This is an optimization exercise on Yosys and OpenROAD, whose aim is small area, a short achievable clock period and few clock cycles, not a production implementation.
Function was not checked in any run shown here: the RTL went through the layout flow alone.

`flow/run.sh`:
```
#!/bin/bash
# synth_recipe.tcl (not shown) runs the flow's synth.tcl, then flattens the netlist and writes it again
# the make line also repeats each setting of config.mk as NAME=value (left out here)
make -C /OpenROAD-flow-scripts/flow DESIGN_CONFIG=/design/flow/config.mk WORK_HOME=/design/flow/orfs CLKGATE_MAP_FILE= SYNTH_SCRIPT=/design/flow/synth_recipe.tcl finish
```
`flow/config.mk`:
```
export PLATFORM = sky130hd
export DESIGN_NAME = ALU
export DESIGN_NICKNAME = ALU
export VERILOG_FILES = /design/flow/design.v
export SDC_FILE = /design/flow/constraint.sdc
export NUM_CORES = 4
export LEC_CHECK = 0
export CAP_MARGIN = 20
export CORE_MARGIN = 2
export CORE_UTILIZATION = 40
export SETUP_SLACK_MARGIN = 2.5
export SLEW_MARGIN = 20
```
`flow/constraint.sdc`:
```
create_clock -name core_clock -period 7.0 [get_ports {i_clk}]
set_input_delay 1.4000 -clock core_clock [delete_from_list [all_inputs] [get_ports {i_clk}]]
set_output_delay 1.4000 -clock core_clock [all_outputs]
set_load 0.01 [all_outputs]
```
`flow/design.v`:
```
module ALU #(
    parameter DATA_W = 32
)
(
    input                       i_clk,    
    input                       i_rst_n,  
    input                       i_valid,  
    input [DATA_W - 1 : 0]      i_A,      
    input [DATA_W - 1 : 0]      i_B,      
    input [         2 : 0]      i_inst,   
    output [2*DATA_W - 1 : 0]   o_data,   
    output                      o_done    
);
    localparam S_IDLE = 3'd0, S_EXEC = 3'd1, S_MUL = 3'd2, S_MULF = 3'd3,
               S_DIV  = 3'd4, S_DIVC = 3'd5;
    reg  [2:0]  st;
    reg         done;
    reg  [2:0]  inst;
    reg  [4:0]  cnt;
    reg  [31:0] hi, lo;     
    reg  [31:0] opb;        
    reg  [31:0] hc;         
    reg         cy;         
    reg         rs;         
    reg         satf, sats; 
    assign o_data = {hi, satf ? {sats, {31{~sats}}} : lo};
    assign o_done = done;
    wire [35:0] p0 = {4'd0, opb & {32{lo[0]}}};
    wire [35:0] p1 = {3'd0, opb & {32{lo[1]}}, 1'b0};
    wire [35:0] p2 = {2'd0, opb & {32{lo[2]}}, 2'b0};
    wire [35:0] p3 = {1'd0, opb & {32{lo[3]}}, 3'b0};
    wire [35:0] p4 = {4'd0, hi};
    wire [35:0] p5 = {4'd0, hc};
    wire [35:0] s1a = p0 ^ p1 ^ p2;
    wire [35:0] c1a = {((p0 & p1) | (p0 & p2) | (p1 & p2)), 1'b0};
    wire [35:0] s1b = p3 ^ p4 ^ p5;
    wire [35:0] c1b = {((p3 & p4) | (p3 & p5) | (p4 & p5)), 1'b0};
    wire [35:0] s2  = s1a ^ c1a ^ s1b;
    wire [35:0] c2  = {((s1a & c1a) | (s1a & s1b) | (c1a & s1b)), 1'b0};
    wire [35:0] s3  = s2 ^ c2 ^ c1b;
    wire [35:0] c3  = {((s2 & c2) | (s2 & c1b) | (c2 & c1b)), 1'b0};
    wire [4:0]  nib = {1'b0, s3[3:0]} + {1'b0, c3[3:0]} + {4'd0, cy};
    wire        t_mul = (st == S_MULF);
    wire        t_div = st[2];
    wire        inv   = t_div & ~rs;            
    wire [35:0] ax    = t_div ? {{4{rs}}, hi} : t_mul ? {4'd0, hi} : {{4{lo[31]}}, lo};
    wire [35:0] yb    = t_mul ? {4'd0, hc} : {{4{opb[31] & ~t_div}}, opb};
    wire [35:0] ay    = yb ^ {36{inv}};
    wire        ac    = t_div ? inv : t_mul ? cy : inst[0] | inst[2];
    wire [35:0] sum;
    pfx_add #(36) u_add (.a(ax), .b(ay), .c(ac), .s(sum));
    integer k;
    wire        dv    = inst[1];
    reg  [31:0] brev;
    always @(*) for (k = 0; k < 32; k = k + 1) brev[k] = opb[31-k];
    wire [31:0] shin  = dv ? brev : lo;
    wire [4:0]  shamt = dv ? cnt : opb[4:0];
    wire        fill  = ~dv & lo[31];
    wire [63:0] shx   = {{32{fill}}, shin} >> shamt;
    reg  [31:0] bnorm;
    always @(*) for (k = 0; k < 32; k = k + 1) bnorm[k] = shx[31-k];
    wire        bbig  = |opb[31:5];
    wire [31:0] sra   = bbig ? {32{lo[31]}} : shx[31:0];
    reg  [4:0]  clz;
    always @(*) begin
        clz = 5'd31;
        for (k = 0; k < 32; k = k + 1)
            if (i_B[k]) clz = 5'd31 - k[4:0];
    end
    wire        bzero = ~|i_B;
    wire        i_sub = (i_inst == 3'd1) | (i_inst == 3'd4);
    reg  [31:0] lo_iss;
    always @(*) begin
        case (i_inst)
            3'd2:    lo_iss = i_A & i_B;
            3'd3:    lo_iss = i_A | i_B;
            3'd7:    lo_iss = bzero ? 32'h7fffffff : 32'd0;
            default: lo_iss = i_A;
        endcase
    end
    reg  [2:0]  st_iss;
    always @(*) begin
        case (i_inst)
            3'd2, 3'd3: st_iss = S_IDLE;
            3'd6:       st_iss = S_MUL;
            3'd7:       st_iss = bzero ? S_IDLE : S_EXEC;
            default:    st_iss = S_EXEC;
        endcase
    end
    wire        dn_iss = (i_inst == 3'd2) | (i_inst == 3'd3) | ((i_inst == 3'd7) & bzero);
    wire        ovf   = sum[32] ^ sum[31];
    reg  [31:0] lo_ex;
    always @(*) begin
        case (inst)
            3'd4:    lo_ex = {31'd0, sum[32]};
            3'd5:    lo_ex = sra;
            default: lo_ex = sum[31:0];
        endcase
    end
    wire        last  = (cnt == 5'd0);
    wire        rneg  = sum[32];
    always @(posedge i_clk or negedge i_rst_n) begin
        if (!i_rst_n) begin
            st   <= S_IDLE;
            done <= 1'b0;
        end else begin
            case (st)
                S_EXEC: begin
                    st   <= inst[2] & inst[1] ? S_DIV : S_IDLE;
                    done <= ~(inst[2] & inst[1]);
                end
                S_MUL: begin
                    st   <= last ? S_MULF : S_MUL;
                    done <= 1'b0;
                end
                S_DIV: begin
                    st   <= last ? (rneg ? S_DIVC : S_IDLE) : S_DIV;
                    done <= last & ~rneg;
                end
                S_MULF, S_DIVC: begin
                    st   <= S_IDLE;
                    done <= 1'b1;
                end
                default: begin
                    st   <= i_valid ? st_iss : S_IDLE;
                    done <= i_valid & dn_iss;
                end
            endcase
        end
    end
    always @(posedge i_clk) begin
        case (st)
            S_EXEC: begin
                opb  <= bnorm;
                lo   <= (inst[2] & inst[1]) ? 32'd0 : lo_ex;
                satf <= ~inst[2] & ~inst[1] & ovf;
                sats <= sum[32];
                rs   <= 1'b0;
            end
            S_MUL: begin
                hi  <= s3[35:4];
                hc  <= c3[35:4];
                lo  <= {nib[3:0], lo[31:4]};
                cy  <= nib[4];
                cnt <= cnt - 5'd1;
            end
            S_MULF: begin
                hi  <= sum[31:0];
            end
            S_DIV: begin
                hi  <= sum[31:0];
                rs  <= sum[32];
                lo  <= {lo[30:0], ~sum[32]};
                if (!last) opb <= {1'b0, opb[31:1]};
                cnt <= cnt - 5'd1;
            end
            S_DIVC: begin
                hi  <= sum[31:0];
            end
            default: begin
                inst <= i_inst;
                opb  <= i_B ^ {32{i_sub}};
                cnt  <= (i_inst[0]) ? clz : 5'd7;
                hi   <= (i_inst == 3'd7) ? i_A : 32'd0;
                lo   <= lo_iss;
                hc   <= 32'd0;
                cy   <= 1'b0;
                satf <= 1'b0;
            end
        endcase
    end
endmodule
module pfx_add #(parameter N = 36) (
    input  [N-1:0] a,
    input  [N-1:0] b,
    input          c,
    output [N-1:0] s
);
    localparam L = $clog2(N + 1);
    wire [N:0] g [0:L];
    wire [N:0] p [0:L];
    assign g[0] = {a & b, c};
    assign p[0] = {a ^ b, 1'b0};
    genvar i, j;
    generate
        for (i = 0; i < L; i = i + 1) begin : lv
            for (j = 0; j <= N; j = j + 1) begin : bt
                if ((j >> i) & 1) begin : m
                    assign g[i+1][j] = g[i][j] | (p[i][j] & g[i][((j >> i) << i) - 1]);
                    assign p[i+1][j] = p[i][j] & p[i][((j >> i) << i) - 1];
                end else begin : t
                    assign g[i+1][j] = g[i][j];
                    assign p[i+1][j] = p[i][j];
                end
            end
        end
    endgenerate
    assign s = p[0][N:1] ^ g[L][N-1:0];
endmodule
```
==> reports/metrics.yaml, run 1 <==
outcome:
  outcome: "no timing/DRC/antenna violations"
sta:
  hold_ws_ns: 0.789
  tightest_slew_ns: 1.19
  max_clock_freq_mhz: 219
  setup_slack_ns: 2.43
  finalCritPeriodShare_pct: 65.3
  rsz0062_at_grt: "true"
  max_slew_margin_pct: 20.7
  slew_violations: 0
  setup_tns_ns: 0
  hold_viol_final: 0
  setup_viol: 0
  finalClockSkew_ns: 0.0130
  period_needed_ns: 4.57
grt:
  grt_max_degree: 65
  grt_usage_pct: 33.9
  grt_overflow_total: 0
  grt_antenna_before_repair: 3
  grt_pass1_wl_um: 110000
  grt_pass1_vias: 15700
logic_synthesis:
  ys_ff_latch: 144
  ys.flop_type: "edfxtp_1"
  postSynthCellCount: 1799
  synth_fp_nets: 2042
  synth_top_cell_by_area: "edfxtp_1"
  synth.distinct_cells: 77
  synth_top_area_share_pct: 24.3
  ys_seq_area_share_pct: 24.9
  yosysWarnings: 2
  synth_area_leaders: "edfxtp_1 (24%), fa_1 (15%), mux2i_1 (6.4%)"
  synth_edf_count: 140
  synth_area_sq_um: 17300
  synthArstFlopShare_pct: 2.78
  synth_area_per_cell_sq_um: 9.63
worst_hold_path:
  hp-class: "flop to flop"
  hp-start: "opb[3]"
  holdPathStages: 3
  whs_endpoint: "opb[2]"
floorplanning:
  die_area_sq_um: 45000
  rows: 76
  die_x_um: 212
  start_util_pct: 40.4
  die_y_um: 212
  io_pins: 135
  core_area_sq_um: 42900
cts:
  clockBufferDepth: 2
  postCtsHoldBufs: 0
  insertion_delay_ns: 0.47
  cts_sinks: 144
  numCtsBuffers: 17
  clkTransAtPathRegs_ns: 0.08
  clock-root-buffer: "clkbuf_16"
  cts_tree: "yes"
  htree_levels: 4
detailed_routing:
  dr_total_vias: 16100
  wl_um: 76000
  drt-pass1-iter-count: 6
  ant_nets: 0
  post_drt_wl_per_cell_um: 30.4
  drc: 0
  via_per_inst: 6.45
  initialDrtViolationCount: 1911
worst_setup_path:
  crit_type: "flop to flop"
  crit_family: "compound AO/OA/AOI/OAI gates"
  crit_buf_inv: 3
  crit_chain: "buf_6, a21oi_4, buf_12, buf_12, mux2_4, ha_4, nand4_1, or3_4, nor3b_4, o21ai_4, a21oi_4, a211o_1, a21oi_2, o21ba_4, fa_2, xnor2_4, o311ai_2, o21ai_1, a21oi_1"
  endpoint_kind: "flop"
  critPathLaunchType: "flop"
  critPathMaxFanout: 8
  cp_slowest_cell: "or3_4"
  worstReg2RegEnd: "lo[0]"
  cp_data_arrival_time_ns: 4.78
  r2r_slack_ns: 2.43
  rr_startpoint: "st[1]"
  worstRegToRegCells: 19
  critPathRequiredTime_ns: 7.21
  slowest_delay_ns: 0.44
placement:
  portBuffers: 134
  place.detailed.hpwl_um: 55100
  gp_congestion: 1.00
  placed_cell_area_sq_um: 19200
  pre_cts_ws_ns: 1.23
job:
  cap_violations: 0
finish:
  antennaDiodeCount: 0
  num-nets-final: 2143
  drive_gt1_share_pct: 14.1
  syn_to_final_growth_pct: 18.1
  design_area_sq_um: 20400
  seq_area_sq_um: 4310
  final_cell_mix: "and2_1 (170), edfxtp_1 (140), clkdlybuf4s50_1 (132)"
  multi_input_area_sq_um: 12600
  nFillCells: 4003
  final_util_pct: 47.7
  layout.cells.most_common: "and2_1"
-- registers in the layout, indices dropped and copies added (netlist names) --
| signal | cells |
|---|---|
| st | 3 |
| opb | 32 |
| done | 1 |
| sats | 1 |
| satf | 1 |
| hc | 32 |
| cy | 1 |
| lo | 32 |
| rs | 1 |
| hi | 32 |
| cnt | 5 |
| inst | 3 |
-- through the flow --
step           std cells
6_report            2498
5_1_grt             2498
4_1_cts             2467
3_5_place_dp        2416
3_3_place_gp        2414
2_1_floorplan       1799
-- worst register-to-register path, stage by stage (launching register included) --
cell      delay (ns)
dfrtp_2         0.43
buf_6           0.13
a21oi_4         0.15
buf_12          0.17
buf_12          0.15
mux2_4          0.33
ha_4            0.29
nand4_1         0.10
or3_4           0.44
nor3b_4         0.32
o21ai_4         0.13
a21oi_4         0.17
a211o_1         0.18
a21oi_2         0.07
o21ba_4         0.20
fa_2            0.41
xnor2_4         0.27
o311ai_2        0.13
o21ai_1         0.16
a21oi_1         0.08
-- cells in the mapped netlist, types with 10 or more instances --
master,n
o22ai_1,32
a31oi_1,20
inv_1,42
mux2i_1,110
clkbuf_1,103
a21o_1,12
o211ai_1,17
fa_1,129
nand3_1,18
buf_2,11
a21oi_1,123
nand2_1,128
nor4_1,15
xnor2_1,84
nor2b_1,11
o221ai_1,23
nand2b_1,10
a221o_1,10
mux4_2,21
nor2_1,87
and2_1,170
ha_1,44
edfxtp_1,140
a22oi_1,21
o21ai_1,17
mux2_2,62
o21bai_1,10
buf_1,11
o21ai_0,69
nor3_1,48
o21a_1,73
-- logic make-up after synthesis --
family | share of synthesized area [%]
and+or+nand+nor | 15.0
AOI/OAI and AO/OA | 18.8
muxes | 13.8
buffers and inverters | 4.89
adders and majority gates | 18.1
DFF | 24.9
xor gates and xnor gates | 4.65
-- timing repair --
item                       4_1_cts  5_1_grt
setup buffers                   17       30
setup endpoints to repair       33        8
resized for setup               25       27
cloned                           2        1
pin swaps                       12       29
-- how the worst max path moves through the flow --
stage	start	end	cells after the start
after floorplan	st[0]	lo[0]	18
after global placement	st[1]	lo[0]	18
after detailed placement	st[1]	lo[0]	18
after CTS	st[1]	lo[0]	19
after global routing	st[2]	lo[0]	20
final	st[1]	lo[0]	19
-- per-layer routing --
layer  GRT usage, %  wire, um
met1           44.3     30100
met2           53.1     34300
met3           7.47      7220
met4           16.9      4310
met5              0        25
-- final cells by class --
| cell class | count | share of cell area (%) |
|---|---|---|
| Clock buffer | 18 | 2.10 |
| Tap cell | 585 | 3.58 |
| Inverter | 43 | 0.789 |
| Clock inverter | 14 | 0.575 |
| Sequential cell | 144 | 21.1 |
| Timing Repair Buffer | 224 | 10.4 |
| Multi-Input combinational cell | 1470 | 61.5 |
==> run 2: changes to the inputs <==
--- a/flow/config.mk
+++ b/flow/config.mk
@@ -8,5 +8,5 @@
 export CAP_MARGIN = 20
 export CORE_MARGIN = 2
 export CORE_UTILIZATION = 40
-export SETUP_SLACK_MARGIN = 2.5
+export SETUP_SLACK_MARGIN = 3.5
 export SLEW_MARGIN = 20
==> reports/metrics.yaml, run 2 <==
finish:
  drive_gt1_share_pct: 20.6
  layout.cells.most_common: "and2_1"
  syn_to_final_growth_pct: 25.0
  final_cell_mix: "and2_1 (169), edfxtp_1 (140), fa_1 (124)"
  num-nets-final: 2185
  design_area_sq_um: 21600
  antennaDiodeCount: 0
logic_synthesis:
  synthArstFlopShare_pct: 2.78
  yosysWarnings: 2
  synth_area_sq_um: 17300
  synth_top_cell_by_area: "edfxtp_1"
  postSynthCellCount: 1799
  synth_area_per_cell_sq_um: 9.63
  synth_fp_nets: 2042
  synth_edf_count: 140
  synthTopCellsByCount: "and2_1 (170), edfxtp_1 (140), fa_1 (129)"
  synth.distinct_cells: 77
  synth_top_area_share_pct: 24.3
  ys.flop_type: "edfxtp_1"
  ys_seq_area_share_pct: 24.9
  synth_area_leaders: "edfxtp_1 (24%), fa_1 (15%), mux2i_1 (6.4%)"
  yosysMostFrequentCell: "and2_1"
  ys_ff_latch: 144
sta:
  finalCritPeriodShare_pct: 65.7
  hold_ws_ns: 0.565
  max_clock_freq_mhz: 218
  max_slew_margin_pct: 30.9
  setup_viol: 0
  tightest_slew_ns: 1.03
  hold_viol_final: 0
  period_needed_ns: 4.60
  rsz0062_at_grt: "true"
  setup_tns_ns: 0
  finalClockSkew_ns: 0.0127
  slew_violations: 0
detailed_routing:
  ant_nets: 0
  dr_total_vias: 16700
  post_drt_wl_per_cell_um: 30.9
  initialDrtViolationCount: 2247
  via_per_inst: 6.56
  drt-pass1-iter-count: 6
  wl_um: 78600
  drc: 0
grt:
  grt_usage_pct: 35.0
  grt_antenna_before_repair: 1
  grt_overflow_total: 0
  grt_pass1_wl_um: 113000
  grt_pass1_vias: 16300
  grt_max_degree: 62
placement:
  placed_cell_area_sq_um: 19300
  portBuffers: 134
  place.detailed.hpwl_um: 55600
  gp_congestion: 1.07
worst_setup_path:
  critPathMaxFanout: 5
  worstSetupEndpoint: "satf"
  critPathLaunchType: "flop"
  worstRegToRegCells: 19
  endpoint_kind: "flop"
  critPathRequiredTime_ns: 7.18
  crit_type: "flop to flop"
  worstReg2RegEnd: "satf"
  cp_data_arrival_time_ns: 4.78
  r2r_slack_ns: 2.40
  startpoint: "st[2]"
  rr_startpoint: "st[2]"
outcome:
  outcome: "no timing/DRC/antenna violations"
cts:
  postCtsHoldBufs: 0
  cts_sinks: 144
  clock-root-buffer: "clkbuf_16"
  htree_levels: 4
  clockBufferDepth: 2
  cts_tree: "yes"
  numCtsBuffers: 17
  insertion_delay_ns: 0.46
  clkTransAtPathRegs_ns: 0.07
worst_hold_path:
  holdPathStages: 2
  hp-class: "flop to flop"
job:
  cap_violations: 0
floorplanning:
  die_y_um: 212
  rows: 76
  start_util_pct: 40.4
  die_x_um: 212
  core_area_sq_um: 42900
  die_area_sq_um: 45000
  io_pins: 135
-- run 2: critical path: stages, from the launching register on --
cell and delay [ns]:
dfrtp_4 0.52, nor2b_4 0.33, buf_12 0.16, nand2_8 0.09
mux2i_4 0.21, xnor2_2 0.18, ha_4 0.32, nand4_1 0.13
or3_4 0.38, nor3b_4 0.28, o21ai_4 0.12, a21oi_4 0.20
a211o_1 0.19, a21oi_2 0.08, o21ba_4 0.21, fa_2 0.39
xnor2_4 0.23, buf_4 0.14, xnor2_1 0.11, nor4_1 0.06
-- run 2: layout make-up --
type / instances / area (sq um)
Inverter: 43 / 161
Clock buffer: 27 / 513
Timing Repair Buffer: 265 / 2580
Fill cell: 3894 / 21200
Tap cell: 585 / 732
Multi-Input combinational cell: 1471 / 13300
Sequential cell: 144 / 4310
Clock inverter: 5 / 75.1
-- run 2: kinds of logic after synthesis --
| kind of cell | count (synthesis) | synth area share [%] |
|---|---|---|
| adder cells (fa/ha/maj) | 173 | 18.1 |
| flip-flops | 144 | 24.9 |
| multiplexers | 200 | 13.8 |
| AO/OA/AOI/OAI | 491 | 18.8 |
| buffers and inverters | 188 | 4.89 |
| XOR/XNOR | 92 | 4.65 |
| AND/OR/NAND/NOR | 511 | 15.0 |
-- run 2: layer usage --
layer | global-route usage [%] | vias to the layer above | share of wire [%]
li1 | - | 6853 | -
met1 | 46.1 | 8233 | 38
met2 | 52.5 | 1295 | 44
met3 | 8.89 | 278 | 12
met4 | 19.5 | 2 | 6.6
met5 | 0 | - | 0.013
-- run 2: stage by stage --
step / std cells / setup WS, ns / util [%]
finish: 2540 / 2.40 / 50.5
global route: 2540 / 2.32 / 50.5
CTS: 2515 / 2.52 / 49.0
detailed placement: 2413 / 1.69 / 44.9
global placement: 2413 / 1.71 / 44.9
floorplan: 1799 / 2.84 / -
-- run 2: worst min path at each step --
stage,start,end,slack [ns]
final,opb[3],opb[2],0.57
after global routing,opb[3],opb[2],0.63
after CTS,opb[3],opb[2],0.57
after detailed placement,opb[3],opb[2],0.56
after global placement,opb[3],opb[2],0.56
after floorplan,cnt[4],st[0],0.60
-- run 2: what timing repair did --
action	in CTS	in global routing
resized for setup	160	87
setup endpoints to repair	113	67
pin swaps	52	46
setup buffers	63	24
cloned	7	1

## port drivers added, routing unchanged
In the flow no input, the clock included, has a driving cell. The finished layouts below were timed again as built, in two steps. Step 1 (the two cells are an assumption about what drives the block):
set clk [get_ports {i_clk}]
set_driving_cell -lib_cell sky130_fd_sc_hd__clkbuf_16 $clk
set_driving_cell -lib_cell sky130_fd_sc_hd__buf_2 [delete_from_list [all_inputs] $clk]
Step 2 also shifts input and output timing later by t, the mid clock arrival at the registers, as if the neighbouring blocks saw the same clock. Slacks: ideal / step 1 / step 2; pairs: ideal / step 1.
run | shift t [ns] | setup WS [ns] | worst setup path at the end | pins driven straight from the clock port
run 1 | 0.522 | 2.427 / 2.427 / 2.295 | input to register | 1
run 2 | 0.510 | 2.404 / 2.404 / 2.404 | register to register | 1
After both steps every run listed still meets setup and hold. The setup slack of run 1, which loses most, moves by 0.000 ns with the drivers and by -0.132 ns with both steps.
